From an optimization exercise on the open Yosys and OpenROAD flow, aimed at small area and a short achievable clock period; shortcuts taken in it are not production practice.
Where RTL was checked, it was by simulation tests only, not by an equivalence proof against the original.
Power is estimated from default activity; no workload was simulated.

Setup of build 21:
## fp_add
module fp_add #(
    parameter pDATA_WIDTH = 64,
    parameter pEXP_WIDTH  = 11,
    parameter pFRAC_WIDTH = 52
) (
    input  [(pDATA_WIDTH-1):0] in_A,
    input  [(pDATA_WIDTH-1):0] in_B,
    input                      clk,
    input                      rst_n,
    input                      in_valid,
    output [(pDATA_WIDTH-1):0] result,
    output                     out_valid
);
clock: 12.5 ns
lec_check: 0
abc_area: 1
cap_margin: 20
core_margin: 2
core_utilization: 60
slew_margin: 20
standard.sh (not shown) runs the stock make flow with config.mk's settings and CLKGATE_MAP_FILE= SYNTH_SCRIPT=/design/flow/synth_recipe.tcl, a recipe that flattens the netlist after the stock synthesis.
==> flow/flow/run.sh <==
#!/bin/bash
bash standard.sh ADDER_MAP_FILE= SETUP_SLACK_MARGIN=8.9 \
  "CTS_ARGS=-sink_clustering_enable -repair_clock_nets -sink_clustering_size 20 -sink_clustering_max_diameter 70 -dont_use_dummy_load -buf_list sky130_fd_sc_hd__clkbuf_8 -root_buf sky130_fd_sc_hd__clkbuf_16" \
  "BUFFER_PORTS_ARGS=-buffer_cell sky130_fd_sc_hd__buf_2" finish > standard.log 2>&1
Build 21 went all the way through synthesis, placement and routing and the layout is clean on timing, DRC and antenna.
## Diff of input files: build 61 against build 21
Settings: changing CORE_UTILIZATION from 60 to 50.
==> flow/flow/run.sh <==
#!/bin/bash
bash standard.sh ADDER_MAP_FILE= SETUP_SLACK_MARGIN=8.95 \
  "CTS_ARGS=-sink_clustering_enable -repair_clock_nets -sink_clustering_size 24 -sink_clustering_max_diameter 80 -dont_use_dummy_load" \
  "BUFFER_PORTS_ARGS=-buffer_cell sky130_fd_sc_hd__buf_2" finish > standard.log 2>&1
### Flow results
- As of build 61, die extent in y had risen by a little under 10% compared to build 21.
- Comparing build 21 and build 61, the lower cell area after layout is on build 21.
- As of build 61, maximum clock frequency had fallen slightly compared to build 21.
- Diff build 21 -> build 61: final cell count now larger, static power due to leakage now larger, initial core utilization now smaller, number of clock buffers in the layout now smaller.
- Build 61 and build 21 ended up with roughly the same net count of the finished layout.
- Between build 21 and build 61, total detailed-routing wirelength is higher for build 61, build 21 comes in under that.
- Build 61 has global-route wire length before repair above what build 21 had.
### build 61 -> build 58
Settings: a change of ABC_AREA from 1 to 0; a change of CORE_UTILIZATION from 50 to 60.
==> flow/flow/run.sh <==
#!/bin/bash
bash standard.sh ADDER_MAP_FILE= SETUP_SLACK_MARGIN=8.9 \
  "CTS_ARGS=-sink_clustering_enable -repair_clock_nets -sink_clustering_size 16 -sink_clustering_max_diameter 60 -dont_use_dummy_load -buf_list sky130_fd_sc_hd__clkbuf_8 -root_buf sky130_fd_sc_hd__clkbuf_16" \
  POST_GLOBAL_PLACE_TCL=$PWD/flow/post_gpl.tcl "BUFFER_PORTS_ARGS=-buffer_cell sky130_fd_sc_hd__buf_1" finish > standard.log 2>&1
==> flow/flow/post_gpl.tcl (new file) <==
# POST_GLOBAL_PLACE hook: every port got a buf_1 buffer (BUFFER_PORTS_ARGS); make the
# output ports' buffers buf_2, which drive the output load faster.
foreach port [get_ports -filter "direction == output"] {
  set net [get_nets [get_full_name $port]]
  foreach pin [get_pins -of_objects $net -filter "direction == output"] {
    set inst [get_cells -of_objects $pin]
    if {[get_property $inst ref_name] eq "sky130_fd_sc_hd__buf_1"} {
      replace_cell $inst sky130_fd_sc_hd__buf_2
    }
  }
}
Findings:
Against build 61, build 58 comes in 54 higher on post-CTS setup buffer count.
Relative to build 61, build 58 degrades total detailed-routing wirelength.
Changes observed in build 58 relative to build 61: total clock buffers created by CTS has increased; synthesized area higher; die area -about 12%; share of flip-flops with an asynchronous set or reset after synthesis held; total number of cells along the worst setup path went up.

Another version of the RTL of fp_add (not shown whole).
For scale: about 3,000 cells after synthesis, ~31,000 µm² of cells after synthesis.
clock: 12.5 ns
lec_check: 0
cap_margin: 20
core_margin: 2
core_utilization: 40
slew_margin: 20
==> flow/flow/run.sh <==
#!/bin/bash
bash standard.sh SETUP_SLACK_MARGIN=8.8 CTS_CLUSTER_SIZE=30 CTS_CLUSTER_DIAMETER=100 "BUFFER_PORTS_ARGS=-buffer_cell sky130_fd_sc_hd__buf_2" CORE_UTILIZATION=65 finish > standard.log 2>&1
Then changed:
==> flow/flow/run.sh (replaced) <==
#!/bin/bash
bash standard.sh SETUP_SLACK_MARGIN=9.2 finish > standard.log 2>&1
The new run ran to the end with no violations.
Area after synthesis does not change.
Final cell count increases by 13%.
Routed wire length climbs by 8.5%.
Design area went up by 11%.
Sequential share of layout area came out lower by 4.4 points.
Sequential power stays flat.
Worst hold slack degrades by 4.5 ps.
Via count barely changes.
Flip-flop and latch count does not change.
Die area came out higher by 61%.
Combinational power went up by about 5%.
Then changed:
==> flow/flow/run.sh (replaced) <==
#!/bin/bash
# Standard layout, with timing repair aimed at a tighter period than the clock constraint.
bash standard.sh SETUP_SLACK_MARGIN=8.8 finish > standard.log 2>&1
Effect:
- register-to-register slack is worse by 190 ps
- sequential share of layout area increases by 0.35 points
- setup slack degrades by 60 ps
- core utilization falls by 0.50 points
No run of this note included a check of the RTL's function; only the layout flow was run.

== run 1 ==
Another version of the RTL of fp_add (not shown whole).
For scale: ~480 flip-flops, about 200 I/O pins, ~26,000 um^2 of cells after synthesis.
==> flow/config.mk <==
export PLATFORM = sky130hd
export DESIGN_NAME = fp_add
export DESIGN_NICKNAME = fp_add
export VERILOG_FILES = /design/flow/design.v
export SDC_FILE = /design/flow/constraint.sdc
export NUM_CORES = 8
export LEC_CHECK = 0
export ABC_AREA = 1
export CAP_MARGIN = 20
export CORE_MARGIN = 2
export CORE_UTILIZATION = 60
export PLACE_DENSITY = 0.75
export SLEW_MARGIN = 20
==> flow/constraint.sdc <==
create_clock -name core_clock -period 12.5 [get_ports {clk}]
set_input_delay 2.5000 -clock core_clock [delete_from_list [all_inputs] [get_ports {clk}]]
set_output_delay 2.5000 -clock core_clock [all_outputs]
set_load 0.01 [all_outputs]
==> flow/flow/run.sh <==
#!/bin/bash
bash standard.sh ADDER_MAP_FILE= SETUP_SLACK_MARGIN=8.9 \
  "CTS_ARGS=-sink_clustering_enable -repair_clock_nets -sink_clustering_size 16 -sink_clustering_max_diameter 60 -dont_use_dummy_load -buf_list sky130_fd_sc_hd__clkbuf_8 -root_buf sky130_fd_sc_hd__clkbuf_16" \
  POST_GLOBAL_PLACE_TCL=$PWD/flow/post_gpl.tcl "BUFFER_PORTS_ARGS=-buffer_cell sky130_fd_sc_hd__buf_1" finish > standard.log 2>&1
==> flow/flow/post_gpl.tcl <==
# POST_GLOBAL_PLACE hook: every port got a buf_1 buffer (BUFFER_PORTS_ARGS); make the
# output ports' buffers buf_2, which drive the output load faster.
foreach port [get_ports -filter "direction == output"] {
  set net [get_nets [get_full_name $port]]
  foreach pin [get_pins -of_objects $net -filter "direction == output"] {
    set inst [get_cells -of_objects $pin]
    if {[get_property $inst ref_name] eq "sky130_fd_sc_hd__buf_1"} {
      replace_cell $inst sky130_fd_sc_hd__buf_2
    }
  }
}
Run 1 ran to completion and came out clean on the timing, design-rule and antenna checks.
The following lists how run 2 was set up differently from run 1:
- PLACE_DENSITY removed (was 0.75)
==> flow/flow/run.sh <==
#!/bin/bash
bash standard.sh ADDER_MAP_FILE= SETUP_SLACK_MARGIN=8.9 \
  "CTS_ARGS=-sink_clustering_enable -repair_clock_nets -sink_clustering_size 14 -sink_clustering_max_diameter 50 -balance_levels -dont_use_dummy_load -buf_list sky130_fd_sc_hd__clkbuf_8 -root_buf sky130_fd_sc_hd__clkbuf_16" \
  POST_GLOBAL_PLACE_TCL=$PWD/flow/post_gpl.tcl "BUFFER_PORTS_ARGS=-buffer_cell sky130_fd_sc_hd__buf_1" finish > standard.log 2>&1
--- outcome ---
Delta (run 2 minus run 1): number of standard cells after synthesis did not really move, final non-filler cell area went up, routed wire length picked up an extra about 1.4%, maximum frequency has remained practically unchanged. Between run 1 and run 2, the worst path setup slack after routing does not differ in any meaningful way.
For run 3, these inputs were changed with respect to run 2:
- setting PLACE_DENSITY to 0.75 for the first time
==> flow/flow/run.sh <==
#!/bin/bash
bash standard.sh ADDER_MAP_FILE= SETUP_SLACK_MARGIN=8.85 \
  "CTS_ARGS=-sink_clustering_enable -repair_clock_nets -sink_clustering_size 16 -sink_clustering_max_diameter 60 -dont_use_dummy_load -buf_list sky130_fd_sc_hd__clkbuf_8 -root_buf sky130_fd_sc_hd__clkbuf_16" \
  POST_GLOBAL_PLACE_TCL=$PWD/flow/post_gpl.tcl "BUFFER_PORTS_ARGS=-buffer_cell sky130_fd_sc_hd__buf_1" finish > standard.log 2>&1
--- outcome ---
Run 3 vs run 2 — total wire length dropped by a few percent
Between run 2 and run 3, the fmax does not differ in any meaningful way.
Run 3 leaves less setup margin than run 2.
Diff run 2 -> run 3 | number of clock buffer instances in the layout | down by more than 10%
As of run 3, cell area after layout had fallen slightly compared to run 2.
Compared with run 2, run 3 shows a first-iteration DRC count that is about 5% lower.
Compared with run 2, run 3 shows a lower via count.
Core utilization came out lower on run 3 than on run 2.
Setup changes, run 3 to run 4
- clearing PLACE_DENSITY, which used to be 0.75
==> flow/flow/run.sh <==
#!/bin/bash
bash standard.sh ADDER_MAP_FILE= SETUP_SLACK_MARGIN=8.9 \
  "CTS_ARGS=-sink_clustering_enable -repair_clock_nets -sink_clustering_size 16 -sink_clustering_max_diameter 60 -dont_use_dummy_load -buf_list sky130_fd_sc_hd__clkbuf_8 -root_buf sky130_fd_sc_hd__clkbuf_16" \
  POST_GLOBAL_PLACE_TCL=$PWD/flow/post_gpl.tcl "BUFFER_PORTS_ARGS=-buffer_cell sky130_fd_sc_hd__buf_1" finish > standard.log 2>&1
### Flow results
- ~same fraction of area in clock buffers and inverters in run 4 and run 3
- Run 4 against run 3: number of cells on the worst hold path now sits at about the same level, wire length went up, data-path buffer share of cell area in the final layout barely changed, cell area held.

== nickel ==
Another version of the RTL of fp_add (not shown whole).
For scale: about 480 flip-flops, about 200 I/O pins.
==> flow/config.mk <==
export PLATFORM = sky130hd
export DESIGN_NAME = fp_add
export DESIGN_NICKNAME = fp_add
export VERILOG_FILES = /design/flow/design.v
export SDC_FILE = /design/flow/constraint.sdc
export NUM_CORES = 8
export LEC_CHECK = 0
export ABC_AREA = 1
export CAP_MARGIN = 20
export CORE_MARGIN = 2
export CORE_UTILIZATION = 60
export PLACE_DENSITY = 0.75
export SLEW_MARGIN = 20
==> flow/constraint.sdc <==
create_clock -name core_clock -period 12.5 [get_ports {clk}]
set_input_delay 2.5000 -clock core_clock [delete_from_list [all_inputs] [get_ports {clk}]]
set_output_delay 2.5000 -clock core_clock [all_outputs]
set_load 0.01 [all_outputs]
==> flow/flow/run.sh <==
#!/bin/bash
bash standard.sh ADDER_MAP_FILE= SETUP_SLACK_MARGIN=8.95 \
  "CTS_ARGS=-sink_clustering_enable -repair_clock_nets -sink_clustering_size 16 -sink_clustering_max_diameter 60 -dont_use_dummy_load -buf_list sky130_fd_sc_hd__clkbuf_8 -root_buf sky130_fd_sc_hd__clkbuf_16" \
  POST_GLOBAL_PLACE_TCL=$PWD/flow/post_gpl.tcl "BUFFER_PORTS_ARGS=-buffer_cell sky130_fd_sc_hd__buf_1" finish > standard.log 2>&1
Scripts as last shown in full above: flow/flow/post_gpl.tcl
Input changes introduced in fjord (baseline for comparison: nickel):
--- a/flow/flow/run.sh
+++ b/flow/flow/run.sh
@@ -1,3 +1,3 @@
 #!/bin/bash
-bash standard.sh ADDER_MAP_FILE= SETUP_SLACK_MARGIN=8.95 \
+bash standard.sh ADDER_MAP_FILE= SETUP_SLACK_MARGIN=8.9 \
   "CTS_ARGS=-sink_clustering_enable -repair_clock_nets -sink_clustering_size 16 -sink_clustering_max_diameter 60 -dont_use_dummy_load -buf_list sky130_fd_sc_hd__clkbuf_8 -root_buf sky130_fd_sc_hd__clkbuf_16" \
Results
In terms of sequential share of cell area, fjord and nickel differ only marginally. On final critical delay including setup and external delays, fjord tracks nickel almost exactly. Transition time at the pin with the least slew margin: fjord < nickel. Diff fjord..nickel | part of the total power dissipated in sequential elements | negligible. Between nickel and fjord, the clock group share of total power does not differ in any meaningful way. fjord and nickel ended up with nearly the same worst path setup slack after routing. Going from nickel to fjord, total detailed-routing wirelength shrank slightly. Share of the clock period used by the worst path after layout across fjord and nickel: no real change. Via count in fjord is 0.48% lower than in nickel.
Input changes introduced in pepper (baseline for comparison: fjord):
- a change of PLACE_DENSITY from 0.75 to 0.8
- a change of CORE_UTILIZATION from 60 to 65
==> comparison <==
- fjord completed; timing, DRC and antenna clean
- pepper finished every stage and its layout cleared the timing, design-rule and antenna checks.
- STATUS post-route standard cell area excluding fillers: pepper wins against fjord
- pepper vs fjord — routed length per instance rose 0.25 um.
- On number of instances resized during post-cts repair, the lower figure sits with pepper, not fjord.
- In pepper, the count of TritonRoute iterations in the first routing pass came out 1 above the value in fjord.
- The final cell count reported for pepper is smaller than that of fjord by 77.
- When pepper is set beside fjord, its die area turns out to be 7.6% smaller.
- Compared pepper against fjord; wire length within noise.
- Looking at pepper and fjord, the sequential power is a wash.
- Final core utilization, pepper and fjord: larger value in pepper
- The run showing the smaller least setup slack across all paths after layout is pepper.
- Cmp pepper and fjord / number of clock buffer instances in the layout / higher: fjord
No run of this note included a check of the RTL's function; only the layout flow was run.

-- separate check: timing with driven ports --
How much do the figures lean on ideal ports? The routed layouts below were timed once more, with nothing changed but the port constraints. Step 1 (the two cells are an assumption about what drives the block):
set clk [get_ports {clk}]
set_driving_cell -lib_cell sky130_fd_sc_hd__clkbuf_16 $clk
set_driving_cell -lib_cell sky130_fd_sc_hd__buf_2 [delete_from_list [all_inputs] $clk]
Step 2 also shifts input and output timing later by t, the mid clock arrival at the registers, as if the neighbouring blocks saw the same clock. a / b / c = ideal ports / drivers / drivers and shift; a / b = the first two.
run | shift t [ns] | slack for setup (ns) | worst setup path at the end | clock arrival spread, ns | slew at the worst register clock pin (ns)
build 21 | 0.571 | 8.940 / 8.883 / 8.523 | input to register | 0.093 / 0.093 | 0.12 / 0.12
build 61 | 0.648 | 8.878 / 8.816 / 8.428 | input to register | 0.088 / 0.088 | 0.09 / 0.09
build 58 | 0.595 | 8.539 / 8.539 / 8.333 | input to register | 0.049 / 0.049 | 0.11 / 0.11
the first run of note 2 | 0.671 | 8.878 / 8.819 / 8.878 | register to register | 0.027 / 0.026 | 0.12 / 0.12
the second run of note 2 | 0.676 | 8.900 / 8.834 / 9.113 | register to register | 0.024 / 0.025 | 0.06 / 0.06
the third run of note 2 | 0.688 | 8.839 / 8.778 / 8.925 | register to register | 0.035 / 0.034 | 0.06 / 0.06
run 1 | 0.584 | 8.980 / 8.922 / 8.464 | input to register | 0.075 / 0.076 | 0.11 / 0.11
run 2 | 0.613 | 8.982 / 8.922 / 8.514 | input to register | 0.065 / 0.065 | 0.10 / 0.10
run 3 | 0.582 | 8.978 / 8.920 / 8.461 | input to register | 0.076 / 0.076 | 0.10 / 0.10
run 4 | 0.601 | 8.969 / 8.910 / 8.499 | input to register | 0.060 / 0.060 | 0.10 / 0.10
nickel | 0.586 | 8.956 / 8.898 / 8.507 | input to register | 0.056 / 0.056 | 0.10 / 0.10
fjord | 0.586 | 8.957 / 8.899 / 8.498 | input to register | 0.050 / 0.050 | 0.10 / 0.10
pepper | 0.586 | 8.932 / 8.875 / 8.504 | input to register | 0.062 / 0.062 | 0.11 / 0.11
After both steps every run listed still meets setup and hold. The setup slack of run 3, which loses most, moves by -0.058 ns with the drivers and by -0.517 ns with both steps.
